This design comes from an exercise in tuning for small area on the open sky130 flow, not from production work. Only simulation tests tie the RTL to the original design; equivalence was not proved. Power figures rest on the tool's default switching activity, not on a simulated workload.

// vga640x480
module vga640x480 (
    input wire dclk,
    input wire clr,
    input wire [4:0] cursor_x,
    input wire [4:0] cursor_y,
    input wire button1,
    input wire button2,
    output wire hsync,
    output wire vsync,
    output reg [2:0] red,
    output reg [2:0] green,
    output reg [1:0] blue
);
Settings: LEC_CHECK=0, CAP_MARGIN=0, CORE_MARGIN=2, CORE_UTILIZATION=65, PLACE_DENSITY=0.75, SLEW_MARGIN=0; clock period 13.0 ns.
standard.sh (not shown) runs the stock make flow with config.mk's settings and CLKGATE_MAP_FILE= SYNTH_SCRIPT=/design/flow/synth_recipe.tcl, a recipe that flattens the netlist after the stock synthesis.
==> flow/flow/run.sh <==
#!/bin/bash
# Layout flow: ORFS synthesis exactly as the standard one (synth_recipe.tcl),
# except that ABC maps the logic with an area-oriented script (flow/area.abc)
# instead of ORFS's speed script; then the standard layout from floorplan on.
# Registers are untouched by ABC; their names and cells are checked against
# the standard synthesis below, falling back to it if they differ.
set -euo pipefail
W=$(pwd)
F=$W/flow
R=$W/orfs/results/$FLOW_PLATFORM/vga640x480/base
# layout options: environment for the ORFS scripts and make variables
AREA_SYNTH_VARS=""
FINISH_VARS=""
if [ -f $F/env.sh ]; then source $F/env.sh; fi

# 1. the standard synthesis, for reference
bash standard.sh synth > $W/log_std_synth.txt 2>&1
cp $R/1_2_yosys.v $W/std_netlist.v

# 2. the same synthesis with the area script for ABC
cp -r $FLOW_HOME/scripts $W/scripts_area
cp $F/area.abc $W/scripts_area/abc_area.script
make -C $FLOW_HOME DESIGN_CONFIG=$FLOW_CONFIG WORK_HOME=$W/orfs_area CLKGATE_MAP_FILE= \
  SYNTH_SCRIPT=$W/synth_recipe.tcl SCRIPTS_DIR=$W/scripts_area ABC_AREA=1 $AREA_SYNTH_VARS \
  synth > $W/log_area_synth.txt 2>&1
A=$W/orfs_area/results/$FLOW_PLATFORM/vga640x480/base/1_2_yosys.v

# 3. same registers (instance name and cell) as the standard synthesis?
regs() { grep -oE '^ *sky130_fd_sc_hd__(df|ed|sd|se)[a-z0-9_]* +[^ ]+' "$1" | sed 's/  */ /g' | sort; }
if diff <(regs $W/std_netlist.v) <(regs $A) > $W/log_regdiff.txt && [ "$(regs $A | wc -l)" -gt 0 ]; then
  echo "using area netlist" > $W/log_choice.txt
  cp $A $R/1_2_yosys.v
  touch $R/1_2_yosys.v
else
  echo "registers differ: using standard netlist" > $W/log_choice.txt
fi

# 4. optionally upsize the drivers of high-fanout nets before placement
if [ -n "${UPSIZE_PER_LOAD_FF:-}" ]; then
  cp $R/1_2_yosys.v $W/pre_upsize_netlist.v
  python3 $F/upsize.py $FLOW_HOME/platforms/$FLOW_PLATFORM/lib/sky130_fd_sc_hd__tt_025C_1v80.lib \
    $W/pre_upsize_netlist.v $R/1_2_yosys.v $UPSIZE_PER_LOAD_FF > $W/log_upsize.txt 2>&1
  touch $R/1_2_yosys.v
fi
bash standard.sh $FINISH_VARS finish > $W/log_finish.txt 2>&1
==> flow/flow/env.sh <==
# Options for the layout steps, read by flow/run.sh.
# Environment for the ORFS scripts:
export BUFFER_PORTS_ARGS="-buffer_cell sky130_fd_sc_hd__buf_1"
export CTS_ARGS="-sink_clustering_enable -repair_clock_nets -dont_use_dummy_load -buf_list sky130_fd_sc_hd__clkbuf_8 -sink_clustering_size 18 -sink_clustering_max_diameter 45"
# make variables for the area synthesis and for the layout steps:
AREA_SYNTH_VARS="SYNTH_HIERARCHICAL=1 ADDER_MAP_FILE="
FINISH_VARS="MATCH_CELL_FOOTPRINT=0"
# estimated load per fanout pin (fF) for upsizing high-fanout drivers:
UPSIZE_PER_LOAD_FF=6
==> flow/flow/upsize.py <==
"""Upsizes the drivers of high-fanout nets in a Yosys netlist: each driver
becomes the smallest drive strength of its cell whose max_capacitance covers
an estimate of the net's load (pins plus wire). Flip-flops are left alone.
usage: upsize.py LIB IN OUT PER_LOAD_FF"""
import re, sys, collections
lib, src, dst, per = sys.argv[1], sys.argv[2], sys.argv[3], float(sys.argv[4])
L = open(lib).read()
cells = {}
for m in re.finditer(r'\n\s*cell\s*\(\s*"?(\w+)"?\s*\)\s*\{', L):
    body = L[m.end():m.end() + 200000]
    nxt = re.search(r'\n\s*cell\s*\(', body)
    if nxt: body = body[:nxt.start()]
    a = re.search(r'\barea\s*:\s*([\d.]+)', body)
    caps = [float(x) for x in re.findall(r'max_capacitance\s*:\s*([\d.]+)', body)]
    if a and caps: cells[m.group(1)] = (float(a.group(1)), min(caps))
dont = ('probe', 'lpflow')
t = open(src).read()
inst_re = re.compile(r'^(\s*)(sky130_fd_sc_hd__\w+)(\s+\S+\s*\()(.*?\);)', re.S | re.M)
outpins = {'X', 'Y', 'Q', 'Q_N', 'HI', 'LO', 'COUT', 'SUM'}
fo = collections.Counter()
for m in inst_re.finditer(t):
    for pin, net in re.findall(r'\.(\w+)\(([^()]*)\)', m.group(4)):
        if pin not in outpins: fo[net.strip()] += 1
changed = collections.Counter()
def repl(m):
    typ = m.group(2)
    if '__df' in typ or '__conb' in typ: return m.group(0)
    outs = [net.strip() for pin, net in re.findall(r'\.(\w+)\(([^()]*)\)', m.group(4)) if pin in outpins]
    if len(outs) != 1: return m.group(0)
    need = fo[outs[0]] * per / 1000.0
    base = re.sub(r'_\d+$', '', typ)
    if typ not in cells or cells[typ][1] >= need: return m.group(0)
    cands = [(a, c, n) for n, (a, c) in cells.items()
             if re.sub(r'_\d+$', '', n) == base and n != typ and c >= need and not any(d in n for d in dont)]
    if not cands: return m.group(0)
    a, c, n = min(cands)
    changed[(typ, n)] += 1
    return m.group(1) + n + m.group(3) + m.group(4)
t = inst_re.sub(repl, t)
open(dst, 'w').write(t)
for k, v in changed.items(): print(k, v)
Other scripts of this flow, unchanged in this note and not shown: flow/flow/area.abc
The first run completed with no timing, DRC or antenna violations.
Next try:
--- a/flow/flow/run.sh
+++ b/flow/flow/run.sh
@@ -41,3 +41,3 @@
   python3 $F/upsize.py $FLOW_HOME/platforms/$FLOW_PLATFORM/lib/sky130_fd_sc_hd__tt_025C_1v80.lib \
-    $W/pre_upsize_netlist.v $R/1_2_yosys.v $UPSIZE_PER_LOAD_FF > $W/log_upsize.txt 2>&1
+    $W/pre_upsize_netlist.v $R/1_2_yosys.v $UPSIZE_PER_LOAD_FF ${UPSIZE_MIN_FANOUT:-} > $W/log_upsize.txt 2>&1
   touch $R/1_2_yosys.v
--- a/flow/flow/env.sh
+++ b/flow/flow/env.sh
@@ -9 +9,3 @@
 UPSIZE_PER_LOAD_FF=6
+# drivers of this many pins or more always get a stronger cell:
+UPSIZE_MIN_FANOUT=20
--- a/flow/flow/upsize.py
+++ b/flow/flow/upsize.py
@@ -3,5 +3,8 @@
 an estimate of the net's load (pins plus wire). Flip-flops are left alone.
-usage: upsize.py LIB IN OUT PER_LOAD_FF"""
+A driver of MIN_FANOUT or more pins (if given) is always given a drive
+strength above its current one's max_capacitance.
+usage: upsize.py LIB IN OUT PER_LOAD_FF [MIN_FANOUT]"""
 import re, sys, collections
 lib, src, dst, per = sys.argv[1], sys.argv[2], sys.argv[3], float(sys.argv[4])
+min_fo = int(sys.argv[5]) if len(sys.argv) > 5 else 0
 L = open(lib).read()
@@ -31,3 +34,5 @@
     base = re.sub(r'_\d+$', '', typ)
-    if typ not in cells or cells[typ][1] >= need: return m.group(0)
+    if typ not in cells: return m.group(0)
+    if min_fo and fo[outs[0]] >= min_fo: need = max(need, cells[typ][1] + 1e-6)
+    if cells[typ][1] >= need: return m.group(0)
     cands = [(a, c, n) for n, (a, c) in cells.items()
CORE_UTILIZATION = 75   (was 65)
PLACE_DENSITY = 0.85   (was 0.75)
Non-clock buffer count fell by 27.
Area after synthesis is about the same.
Sequential power is about the same.
Wire length shrinks by about 0.43%.
Die area shrinks by 13%.
Count of clock-buffer cells in the layout drops by 6.
Global-route usage goes up by 5.7 points.
Next try:
CORE_UTILIZATION = 70   (was 75)
PLACE_DENSITY = 0.8   (was 0.85)
The changed run ran to the end with no violations.
Non-clock buffer count climbs by 1.
Worst setup slack improved by 0.16 ns.
Combinational power hardly moves.
Synthesized area is unchanged.
Synthesized cell count does not change.
First-iteration DRC count came out lower by 20%.
Design area is about the same.
Worst hold slack barely changes.
Power grows by 0.39%.
Utilization went down by 4.8 points.
Critical path depth stays the same.
Next try:
--- a/flow/flow/run.sh
+++ b/flow/flow/run.sh
@@ -41,3 +41,3 @@
   python3 $F/upsize.py $FLOW_HOME/platforms/$FLOW_PLATFORM/lib/sky130_fd_sc_hd__tt_025C_1v80.lib \
-    $W/pre_upsize_netlist.v $R/1_2_yosys.v $UPSIZE_PER_LOAD_FF ${UPSIZE_MIN_FANOUT:-} > $W/log_upsize.txt 2>&1
+    $W/pre_upsize_netlist.v $R/1_2_yosys.v $UPSIZE_PER_LOAD_FF > $W/log_upsize.txt 2>&1
   touch $R/1_2_yosys.v
--- a/flow/flow/env.sh
+++ b/flow/flow/env.sh
@@ -8,4 +8,2 @@
 # estimated load per fanout pin (fF) for upsizing high-fanout drivers:
-UPSIZE_PER_LOAD_FF=6
-# drivers of this many pins or more always get a stronger cell:
-UPSIZE_MIN_FANOUT=20
+UPSIZE_PER_LOAD_FF=7
--- a/flow/flow/upsize.py
+++ b/flow/flow/upsize.py
@@ -3,8 +3,5 @@
 an estimate of the net's load (pins plus wire). Flip-flops are left alone.
-A driver of MIN_FANOUT or more pins (if given) is always given a drive
-strength above its current one's max_capacitance.
-usage: upsize.py LIB IN OUT PER_LOAD_FF [MIN_FANOUT]"""
+usage: upsize.py LIB IN OUT PER_LOAD_FF"""
 import re, sys, collections
 lib, src, dst, per = sys.argv[1], sys.argv[2], sys.argv[3], float(sys.argv[4])
-min_fo = int(sys.argv[5]) if len(sys.argv) > 5 else 0
 L = open(lib).read()
@@ -34,5 +31,3 @@
     base = re.sub(r'_\d+$', '', typ)
-    if typ not in cells: return m.group(0)
-    if min_fo and fo[outs[0]] >= min_fo: need = max(need, cells[typ][1] + 1e-6)
-    if cells[typ][1] >= need: return m.group(0)
+    if typ not in cells or cells[typ][1] >= need: return m.group(0)
     cands = [(a, c, n) for n, (a, c) in cells.items()
Via count came out lower slightly.
Register-to-register slack improves by 0.34 ns.
Sequential share of layout area falls by 0.42 points.
Sequential cell count stays the same.
Area after synthesis grows slightly.
Critical path depth falls by 1.

separate check: timing with driven ports:
The results above use ideal ports. As a check the final layouts listed here were re-extracted and re-timed, cells and wires unchanged. Step 1: set_driving_cell puts a clkbuf_16 on dclk and a buf_2 on each other input, an assumption about the parent block. Step 2 moves the port delays by t, midway between the first and last clock arrival at a register: inputs arrive t later, outputs are due t later. That takes back most of the time a late clock gives input paths. Slacks: ideal ports / drivers / drivers and shift; pairs: ideal ports / drivers.
| run | t (ns) | setup slack, ns | worst setup path at the end | clock arrival spread, ns | worst register clock-pin slew, ns |
|---|---|---|---|---|---|
| the first run | 0.729 | 5.656 / 5.601 / 6.264 | input to output | 0.089 / 0.090 | 0.11 / 0.11 |
| the second run | 0.716 | 5.569 / 5.515 / 6.231 | register to output | 0.078 / 0.078 | 0.11 / 0.11 |
| the third run | 0.728 | 5.729 / 5.672 / 6.285 | input to output | 0.084 / 0.084 | 0.11 / 0.11 |
| the fourth run | 0.744 | 5.727 / 5.701 / 5.701 | input to output | 0.080 / 0.081 | 0.11 / 0.11 |
After both steps setup and hold are still met in every run listed. For the fourth run, which loses most, drivers alone change the setup slack by -0.026 ns; drivers and shift together by -0.026 ns.
